Context: an optimization exercise on an open-source flow, tuned for small area and a short achievable clock period. The choices shown serve that exercise and are no tape-out recipe. The RTL was checked by simulation tests, not by an equivalence proof against the original design. The flow treats the clock pin as an ideal source, which a real chip does not have.

== run 1 ==
==> flow/design.v <==
`timescale 1ns / 1ps
module shaping_v5(
inp,shapedout,conf,clk,count,rst
    ,r1,r2);
    input [13:0] inp;
    input [11:0] conf;
    input clk;
    input rst;
    output [13:0] shapedout;
    output [11:0] count;
    output r1;
    output r2;
    parameter k = 100;
    parameter l = 200;
    localparam N = k+l+k+1;           
    wire [4:0] tau = conf[4:0];
    wire [4:0] m3  = conf[9:5];
    wire [1:0] sel = conf[11:10];
    reg [11:0] cnt;
    reg rst1;
    reg rst2;      
    reg rst2d;     
    reg [14*N-1:0] dline;
    reg signed [15:0] temp3;
    reg signed [22:0] acc4;
    reg signed [15:0] q3;
    reg signed [22:0] tmpS;
    reg signed [15:0] tmpT;
    reg signed [44:0] temp6;
    reg [13:0] temp7;
    always @(posedge clk) begin
        if (rst)
            cnt <= 12'h001;
        else if (|cnt)
            cnt <= cnt + 1'b1;
        else
            cnt <= 12'h000;
    end
    always @(posedge clk) begin
        rst1  <= rst | (rst1 & (cnt < k+l+k+1));
        rst2  <= rst | rst1;
        rst2d <= rst2;
    end
    always @(posedge clk)
        dline <= {dline[14*(N-1)-1:0], inp};
    wire signed [15:0] d0   = {{2{dline[13]}}, dline[13:0]};
    wire signed [15:0] dk   = {{2{dline[14*k+13]}}, dline[14*k+:14]};
    wire signed [15:0] dkl  = {{2{dline[14*(k+l)+13]}}, dline[14*(k+l)+:14]};
    wire signed [15:0] dklk = {{2{dline[14*(k+l+k)+13]}}, dline[14*(k+l+k)+:14]};
    wire signed [23:0] w4 = {acc4, 1'b0};
    wire signed [23:0] w4s = w4 >>> tau;
    wire signed [22:0] temp5 = tmpS + {{7{tmpT[15]}}, tmpT};
    always @(posedge clk)
        q3 <= dklk - dk - dkl;
    always @(posedge clk) begin
        if (rst2 | rst2d) begin
            temp3 <= 16'sd0;
            acc4  <= 23'sd0;
        end else begin
            temp3 <= d0 + q3;
            acc4  <= acc4 + {{7{d0[15]}}, d0} + {{7{q3[15]}}, q3};
        end
    end
    always @(posedge clk) begin
        if (rst2) begin
            tmpS  <= 23'sd0;
            tmpT  <= 16'sd0;
            temp6 <= 45'sd0;
        end else begin
            if (tau == 5'd0)
                tmpS <= acc4;
            else if (tau == 5'd31)
                tmpS <= 23'sd0;
            else
                tmpS <= w4s[22:0];
            tmpT  <= (tau == 5'd0) ? 16'sd0 : temp3;
            temp6 <= temp6 + {{22{tmpS[22]}}, tmpS} + {{29{tmpT[15]}}, tmpT};
        end
    end
    wire signed [13:0] inps = inp;
    reg signed [44:0] vsrc;
    always @(*)
        case (sel)
        2'd0: vsrc = inps;
        2'd1: vsrc = temp3;
        2'd2: vsrc = temp5;
        default: vsrc = temp6;
        endcase
    wire signed [44:0] vsh = vsrc >>> m3;
    always @(posedge clk) begin
        if (rst2)
            temp7 <= 14'd0;
        else
            temp7 <= vsh[13:0];
    end
    assign shapedout = temp7;
    assign count = cnt;
    assign r1 = rst1;
    assign r2 = rst2;
endmodule
==> flow/config.mk <==
export PLATFORM = sky130hd
export DESIGN_NAME = shaping_v5
export DESIGN_NICKNAME = shaping_v5
export VERILOG_FILES = /design/flow/design.v
export SDC_FILE = /design/flow/constraint.sdc
export NUM_CORES = 4
export LEC_CHECK = 0
export CAP_MARGIN = 20
export CORE_MARGIN = 2
export CORE_UTILIZATION = 63
export CTS_BUF_LIST = sky130_fd_sc_hd__clkbuf_16
export CTS_CLUSTER_DIAMETER = 80
export CTS_CLUSTER_SIZE = 30
export SLEW_MARGIN = 20
==> flow/constraint.sdc <==
create_clock -name core_clock -period 11.0 [get_ports {clk}]
set_input_delay 2.2000 -clock core_clock [delete_from_list [all_inputs] [get_ports {clk}]]
set_output_delay 2.2000 -clock core_clock [all_outputs]
set_load 0.01 [all_outputs]
standard.sh (not shown) runs the stock make flow with config.mk's settings and CLKGATE_MAP_FILE= SYNTH_SCRIPT=/design/flow/synth_recipe.tcl, a recipe that flattens the netlist after the stock synthesis.
==> flow/flow/run.sh <==
#!/bin/bash
# Standard synthesis, then the standard layout with a larger setup margin for
# timing repair and no dummy loads in clock tree synthesis (the clock period
# and constraints are unchanged).
set -euo pipefail
bash standard.sh synth > synth.log 2>&1
bash standard.sh SETUP_SLACK_MARGIN=7.6 \
  "CTS_ARGS=-sink_clustering_enable -repair_clock_nets -sink_clustering_size 30 -sink_clustering_max_diameter 80 -buf_list sky130_fd_sc_hd__clkbuf_16 -dont_use_dummy_load" \
  finish > layout.log 2>&1
Input changes introduced in run 2 (baseline for comparison: run 1):
- changing CORE_UTILIZATION from 63 to 70
- changing CTS_CLUSTER_DIAMETER from 80 to 60
diff --git a/flow/flow/run.sh b/flow/flow/run.sh
--- a/flow/flow/run.sh
+++ b/flow/flow/run.sh
@@ -8 +8 @@
-  "CTS_ARGS=-sink_clustering_enable -repair_clock_nets -sink_clustering_size 30 -sink_clustering_max_diameter 80 -buf_list sky130_fd_sc_hd__clkbuf_16 -dont_use_dummy_load" \
+  "CTS_ARGS=-sink_clustering_enable -repair_clock_nets -sink_clustering_size 30 -sink_clustering_max_diameter 60 -buf_list sky130_fd_sc_hd__clkbuf_16 -dont_use_dummy_load" \
--- outcome ---
- Re share of synthesized area occupied by flip-flops and latches: no difference whatsoever between run 2 and run 1.
- Diff run 1..run 2 | simple-gate area share of the yosys netlist | unchanged
- On run 2: initial core utilization is 6.8 points higher than what run 1 gave.
- Re synthesized cell count: no difference whatsoever between run 1 and run 2.
- Between run 2 and run 1, the area after synthesis does not differ in any meaningful way.
- On flop and latch count out of synthesis, run 2 and run 1 are neck and neck.
- Summary of run 2 over run 1: last weighted congestion value of the routability-driven placer went down by 0.056; HPWL after detailed placement now larger; die width went down.
- In the summary table, run 2 is marked failed, with error DPL-0033 raised in 3_5_place_dp.
- Looking at vertical extent of the die, run 2 sits 23 microns lower than run 1 does.
- Between run 1 and run 2, the flow reports number of rows created at floorplan decreasing by a few percent.
diff inputs: run 2 => run 3
- a change of CTS_CLUSTER_DIAMETER from 60 to 80
- a change of CORE_UTILIZATION from 70 to 55
diff --git a/flow/flow/run.sh b/flow/flow/run.sh
--- a/flow/flow/run.sh
+++ b/flow/flow/run.sh
@@ -8 +8 @@
-  "CTS_ARGS=-sink_clustering_enable -repair_clock_nets -sink_clustering_size 30 -sink_clustering_max_diameter 60 -buf_list sky130_fd_sc_hd__clkbuf_16 -dont_use_dummy_load" \
+  "CTS_ARGS=-sink_clustering_enable -repair_clock_nets -sink_clustering_size 30 -sink_clustering_max_diameter 80 -buf_list sky130_fd_sc_hd__clkbuf_16 -dont_use_dummy_load" \
Findings:
Run 3 | status: complete | timing, DRC, antenna: pass
Instance count of the mapped netlist: run 3 vs run 2 identical
Run 2 -> run 3: sequential cell area fraction in the yosys report flat
Boundary pin count came out exactly the same in run 2 and run 3.
Against run 2, run 3 reports a die boundary height that is higher.
Run 3 vs. run 2: estimated wirelength of the detail-placed design lower, routability congestion estimate from global placement moved up, width of the chip climbed 13%, number of synthesized register bits about even.
Number of core rows ended up 20 higher on run 3 than on run 2.
Comparing run 2 against run 3, there is no change at all in cell area after technology mapping.
Cmp run 3 vs run 2: starting density of the core lower in run 3
Input changes introduced in run 4 (baseline for comparison: run 3):
- CTS_CLUSTER_DIAMETER changed from 80 to 110
- CTS_CLUSTER_SIZE changed from 30 to 34
diff --git a/flow/flow/run.sh b/flow/flow/run.sh
--- a/flow/flow/run.sh
+++ b/flow/flow/run.sh
@@ -8 +8 @@
-  "CTS_ARGS=-sink_clustering_enable -repair_clock_nets -sink_clustering_size 30 -sink_clustering_max_diameter 80 -buf_list sky130_fd_sc_hd__clkbuf_16 -dont_use_dummy_load" \
+  "CTS_ARGS=-sink_clustering_enable -repair_clock_nets -sink_clustering_size 34 -sink_clustering_max_diameter 110 -buf_list sky130_fd_sc_hd__clkbuf_16 -dont_use_dummy_load" \
--- outcome ---
| data arrival time at the worst-slack endpoint | higher: run 4 |
Via count for run 4 is lower than for run 3.
Re count of cell instances traversed by the critical path: run 4 and run 3 aren't equal, and the lower value belongs to run 3.
Run 4: final wirelength about 0.44% below run 3
First-pass GRT wire length in run 4 is about 0.6% below run 3.
The critical-path cell with the highest stage delay comes out sky130_fd_sc_hd__mux4_2 in one run and sky130_fd_sc_hd__or3_1 in the other, namely in run 4 and run 3 respectively.

[what the ideal ports hide]
The results above use ideal ports. As a check the final layouts listed here were re-extracted and re-timed, cells and wires unchanged.
Step 1, drivers: a clkbuf_16 drives clk and a buf_2 each remaining input, both assumed.
Step 2 times the ports against the registers' clock, not the clock port: input delays grow and output delays shrink by t, the midpoint of the rising clock arrivals with the driver on.
a / b / c = ideal ports / drivers / drivers and shift; a / b = the first two.
| run | shift t [ns] | setup slack, ns | worst setup path at the end |
|---|---|---|---|
| run 1 | 0.890 | 7.158 / 7.158 / 6.387 | input to register |
| run 3 | 0.897 | 7.272 / 7.313 / 6.416 | input to register |
| run 4 | 0.917 | 7.220 / 7.265 / 6.347 | input to register |
After both steps setup and hold are still met in every run listed. The setup slack of run 4, which loses most, moves by +0.045 ns with the drivers and by -0.873 ns with both steps.
